This design comes from an exercise in tuning for small area and a short achievable clock period on the open sky130 flow, not from production work.
RTL that was checked went through simulation tests only; none was proved equivalent to the original.
Power figures rest on the tool's default switching activity, not on a simulated workload.

==> module mac, before the edit <==
module mac(
  input clk,
  input rst,
  input signed [7:0] in_a,
  input signed [7:0] in_b,
  output logic signed [15:0] out);
  logic [15:0] reg_p;
  logic [15:0] reg_c;
  always @(posedge clk) begin
    if (rst) begin
      reg_p <= 16'h0000;
      reg_c <= 16'h0000;
    end
    else begin
      reg_p <= $unsigned(in_a) * $unsigned(in_b);
      reg_c <= reg_c + reg_p;
    end
  end
  assign out = reg_c;
endmodule
clock: 4.2 ns
lec_check: 0
cap_margin: 20
core_margin: 2
core_utilization: 40
slew_margin: 20
run.sh (not shown) runs the stock make flow with config.mk's settings and CLKGATE_MAP_FILE= SYNTH_SCRIPT=/design/flow/synth_recipe.tcl, a recipe that flattens the netlist after the stock synthesis.
The first run completed and failed the layout checks on setup timing.
Change:
==> flow/design.v (replaced) <==
module mac(
  input clk,
  input rst,
  input signed [7:0] in_a,
  input signed [7:0] in_b,
  output logic signed [15:0] out);
  logic [7:0] reg_a;
  logic [7:0] reg_b;
  logic [15:0] reg_c;
  always@(posedge clk) begin
    if (rst) begin
      reg_a <= 8'h00;
      reg_b <= 8'h00;
    end
    else begin
      reg_a <= in_a;
      reg_b <= in_b;
    end
  end
  always@(posedge clk) begin
    if (rst) begin
      reg_c <= 16'h0000;
    end
    else begin
      reg_c <= (reg_a*reg_b) + reg_c;
    end
  end  
  assign out = reg_c;
endmodule
=> Now the flow completed without violations; die area came out lower by 6.2%; cell count came out lower by 13%; critical path depth came out lower by 3; register-to-register slack loses 1.7 ns; via count came out lower by 21%; non-clock buffer count came out lower by 47; cell area came out lower by 14%; global-route usage came out lower by 0.94 points.
No functional check of the RTL was part of the first run of this note.

========
mac, a different RTL version from the one above (not shown whole).
For scale: ~280 cells after synthesis, ~57 flip-flops, ~34 I/O pins, ~3400 sq um of cells after synthesis.
==> flow/config.mk <==
export PLATFORM = sky130hd
export DESIGN_NAME = mac
export DESIGN_NICKNAME = mac
export VERILOG_FILES = /design/flow/design.v
export SDC_FILE = /design/flow/constraint.sdc
export NUM_CORES = 4
export LEC_CHECK = 0
export CAP_MARGIN = 20
export CORE_MARGIN = 2
export CORE_UTILIZATION = 40
export SETUP_SLACK_MARGIN = 1.5
export SLEW_MARGIN = 20
==> flow/constraint.sdc <==
create_clock -name core_clock -period 4.2 [get_ports {clk}]
set_input_delay 0.8400 -clock core_clock [delete_from_list [all_inputs] [get_ports {clk}]]
set_output_delay 0.8400 -clock core_clock [all_outputs]
set_load 0.01 [all_outputs]
standard.sh (not shown) runs the stock make flow with config.mk's settings and CLKGATE_MAP_FILE= SYNTH_SCRIPT=/design/flow/synth_recipe.tcl, a recipe that flattens the netlist after the stock synthesis.
==> flow/flow/run.sh <==
#!/bin/bash
# Standard layout flow with two changes: Yosys's synth runs with -noabc, so
# the full adders written in the RTL reach extract_fa without the inverters
# abc -fast would add, CTS adds no dummy loads, and the port buffers are plain buf_1 cells (repair
# still upsizes them where timing needs it). Each tool's output is logged.
set -e
bash standard.sh SYNTH_ARGS=-noabc "BUFFER_PORTS_ARGS=-buffer_cell sky130_fd_sc_hd__buf_1" "CTS_ARGS=-sink_clustering_enable -repair_clock_nets -dont_use_dummy_load" finish > standard.log 2>&1
The starting point passed the timing, DRC and antenna checks.
Rerun with:
--- a/flow/design.v
+++ b/flow/design.v
@@ -2,32 +2,33 @@
   input clk,
   input rst,
   input signed [7:0] in_a,
   input signed [7:0] in_b,
   output logic signed [15:0] out);
   logic rst_q;
   logic [15:0] reg_c;
   logic [15:0] row0_d, row0;
   logic [15:0] row1_d, row1;
-  logic [15:0] row2_d, row2;
   wire pp0_0, pp0_1, pp0_2, pp0_3, pp0_4, pp0_5, pp0_6, pp0_7, pp1_0, pp1_1,
        pp1_2, pp1_3, pp1_4, pp1_5, pp1_6, pp1_7, pp2_0, pp2_1, pp2_2, pp2_3,
        pp2_4, pp2_5, pp2_6, pp2_7, pp3_0, pp3_1, pp3_2, pp3_3, pp3_4, pp3_5,
        pp3_6, pp3_7, pp4_0, pp4_1, pp4_2, pp4_3, pp4_4, pp4_5, pp4_6, pp4_7,
        pp5_0, pp5_1, pp5_2, pp5_3, pp5_4, pp5_5, pp5_6, pp5_7, pp6_0, pp6_1,
        pp6_2, pp6_3, pp6_4, pp6_5, pp6_6, pp6_7, pp7_0, pp7_1, pp7_2, pp7_3,
        pp7_4, pp7_5, pp7_6, pp7_7, s1, c2, s3, c4, s5, c6,
        s7, c8, s9, c10, s11, c12, s13, c14, s15, c16,
        s17, c18, s19, c20, s21, c22, s23, c24, s25, c26,
        s27, c28, s29, c30, s31, c32, s33, c34, s35, c36,
        s37, c38, s39, c40, s41, c42, s43, c44, s45, c46,
        s47, c48, s49, c50, s51, c52, s53, c54, s55, c56,
-       s57, c58, s59, c60;
+       s57, c58, s59, c60, s61, c62, s63, c64, s65, c66,
+       s67, c68, s69, c70, s71, c72, s73, c74, s75, c76,
+       s77, c78, s79, c80, s81, c82, s83, c84;
   assign pp0_0 = in_a[0] & in_b[0];
   assign pp0_1 = in_a[0] & in_b[1];
   assign pp0_2 = in_a[0] & in_b[2];
   assign pp0_3 = in_a[0] & in_b[3];
   assign pp0_4 = in_a[0] & in_b[4];
   assign pp0_5 = in_a[0] & in_b[5];
   assign pp0_6 = in_a[0] & in_b[6];
   assign pp0_7 = in_a[0] & in_b[7];
   assign pp1_0 = in_a[1] & in_b[0];
@@ -140,24 +141,46 @@
   assign c52 = (c24 & c26) | (c24 & s27) | (c26 & s27);
   assign s53 = c28 ^ c30 ^ s31;
   assign c54 = (c28 & c30) | (c28 & s31) | (c30 & s31);
   assign s55 = c32 ^ c34 ^ s35;
   assign c56 = (c32 & c34) | (c32 & s35) | (c34 & s35);
   assign s57 = pp7_4 ^ c36 ^ c38;
   assign c58 = (pp7_4 & c36) | (pp7_4 & c38) | (c36 & c38);
   assign s59 = pp5_7 ^ pp6_6 ^ pp7_5;
   assign c60 = (pp5_7 & pp6_6) | (pp5_7 & pp7_5) | (pp6_6 & pp7_5);
-  assign row0_d = {1'b0, pp7_7, pp6_7, c40, s39, s37, s33, s29, s25, s21, s17, s13, pp2_1, pp0_2, pp0_1, pp0_0};
-  assign row1_d = {1'b0, 1'b0, pp7_6, c58, c56, c54, c52, c50, c48, c46, c44, c42, pp3_0, pp1_1, pp1_0, 1'b0};
-  assign row2_d = {1'b0, 1'b0, c60, s59, s57, s55, s53, s51, s49, s47, s45, s43, s41, pp2_0, 1'b0, 1'b0};
+  assign s61 = pp0_2 ^ pp1_1;
+  assign c62 = pp0_2 & pp1_1;
+  assign s63 = pp2_1 ^ pp3_0 ^ s41;
+  assign c64 = (pp2_1 & pp3_0) | (pp2_1 & s41) | (pp3_0 & s41);
+  assign s65 = s13 ^ c42 ^ s43;
+  assign c66 = (s13 & c42) | (s13 & s43) | (c42 & s43);
+  assign s67 = s17 ^ c44 ^ s45;
+  assign c68 = (s17 & c44) | (s17 & s45) | (c44 & s45);
+  assign s69 = s21 ^ c46 ^ s47;
+  assign c70 = (s21 & c46) | (s21 & s47) | (c46 & s47);
+  assign s71 = s25 ^ c48 ^ s49;
+  assign c72 = (s25 & c48) | (s25 & s49) | (c48 & s49);
+  assign s73 = s29 ^ c50 ^ s51;
+  assign c74 = (s29 & c50) | (s29 & s51) | (c50 & s51);
+  assign s75 = s33 ^ c52 ^ s53;
+  assign c76 = (s33 & c52) | (s33 & s53) | (c52 & s53);
+  assign s77 = s37 ^ c54 ^ s55;
+  assign c78 = (s37 & c54) | (s37 & s55) | (c54 & s55);
+  assign s79 = s39 ^ c56 ^ s57;
+  assign c80 = (s39 & c56) | (s39 & s57) | (c56 & s57);
+  assign s81 = c40 ^ c58 ^ s59;
+  assign c82 = (c40 & c58) | (c40 & s59) | (c58 & s59);
+  assign s83 = pp6_7 ^ pp7_6 ^ c60;
+  assign c84 = (pp6_7 & pp7_6) | (pp6_7 & c60) | (pp7_6 & c60);
+  assign row0_d = {1'b0, pp7_7, c82, c80, c78, c76, c74, c72, c70, c68, c66, c64, c62, pp2_0, pp0_1, pp0_0};
+  assign row1_d = {1'b0, c84, s83, s81, s79, s77, s75, s73, s71, s69, s67, s65, s63, s61, pp1_0, 1'b0};
   always @(posedge clk) begin
     row0 <= row0_d;
     row1 <= row1_d;
-    row2 <= row2_d;
     rst_q <= rst;
     if (rst || rst_q)
       reg_c <= 16'h0000;
     else
-      reg_c <= reg_c + row0 + row1 + row2;
+      reg_c <= reg_c + row0 + row1;
   end
   assign out = reg_c;
 endmodule
Effect: Area after synthesis drops by 7.5%. Utilization drops by 1.6 points. Count of clock-buffer cells in the layout drops by 4. Power drops by 26%. Die area drops by about 7%. Worst setup slack improved by 0.16 ns. First-iteration DRC count climbs by 1.7%. Hold slack improved by 0.012 ns. Non-clock buffer count drops by 5. Combinational power drops by about 30%. Wire length drops by about 7%. Final cell count drops by 5.7%. Sequential share of layout area drops by 3.1 points.
Function not checked in the first run of this note: the RTL went through the layout flow alone.

==> re-timing with driven ports <==
The flow's constraints put no driver on any port. The routed layouts listed below were extracted and timed again, unchanged, in two steps.
Step 1 (the two cells are an assumption about what drives the block):
set clk [get_ports {clk}]
set_driving_cell -lib_cell sky130_fd_sc_hd__clkbuf_16 $clk
set_driving_cell -lib_cell sky130_fd_sc_hd__buf_2 [delete_from_list [all_inputs] $clk]
Step 2, shift: input delay + t, output delay - t, t = (earliest + latest rising clock arrival at the registers) / 2. This alone moves slack from input paths to output paths.
Three values: ideal ports, drivers, drivers and shift; two values: the first two.
run | shift t [ns] | setup slack, ns | slew at the worst register clock pin (ns)
the first run of note 1 | 0.299 | -0.188 / -0.199 / -0.498 | 0.07 / 0.07
the second run of note 1 | 0.316 | 0.125 / 0.125 / 0.125 | 0.07 / 0.07
the first run of note 2 | 0.350 | 1.314 / 1.314 / 1.314 | 0.07 / 0.07
the second run of note 2 | 0.311 | 1.474 / 1.463 / 1.152 | 0.09 / 0.09
The setup slack of the second run of note 2, which loses most, moves by -0.011 ns with the drivers and by -0.322 ns with both steps.
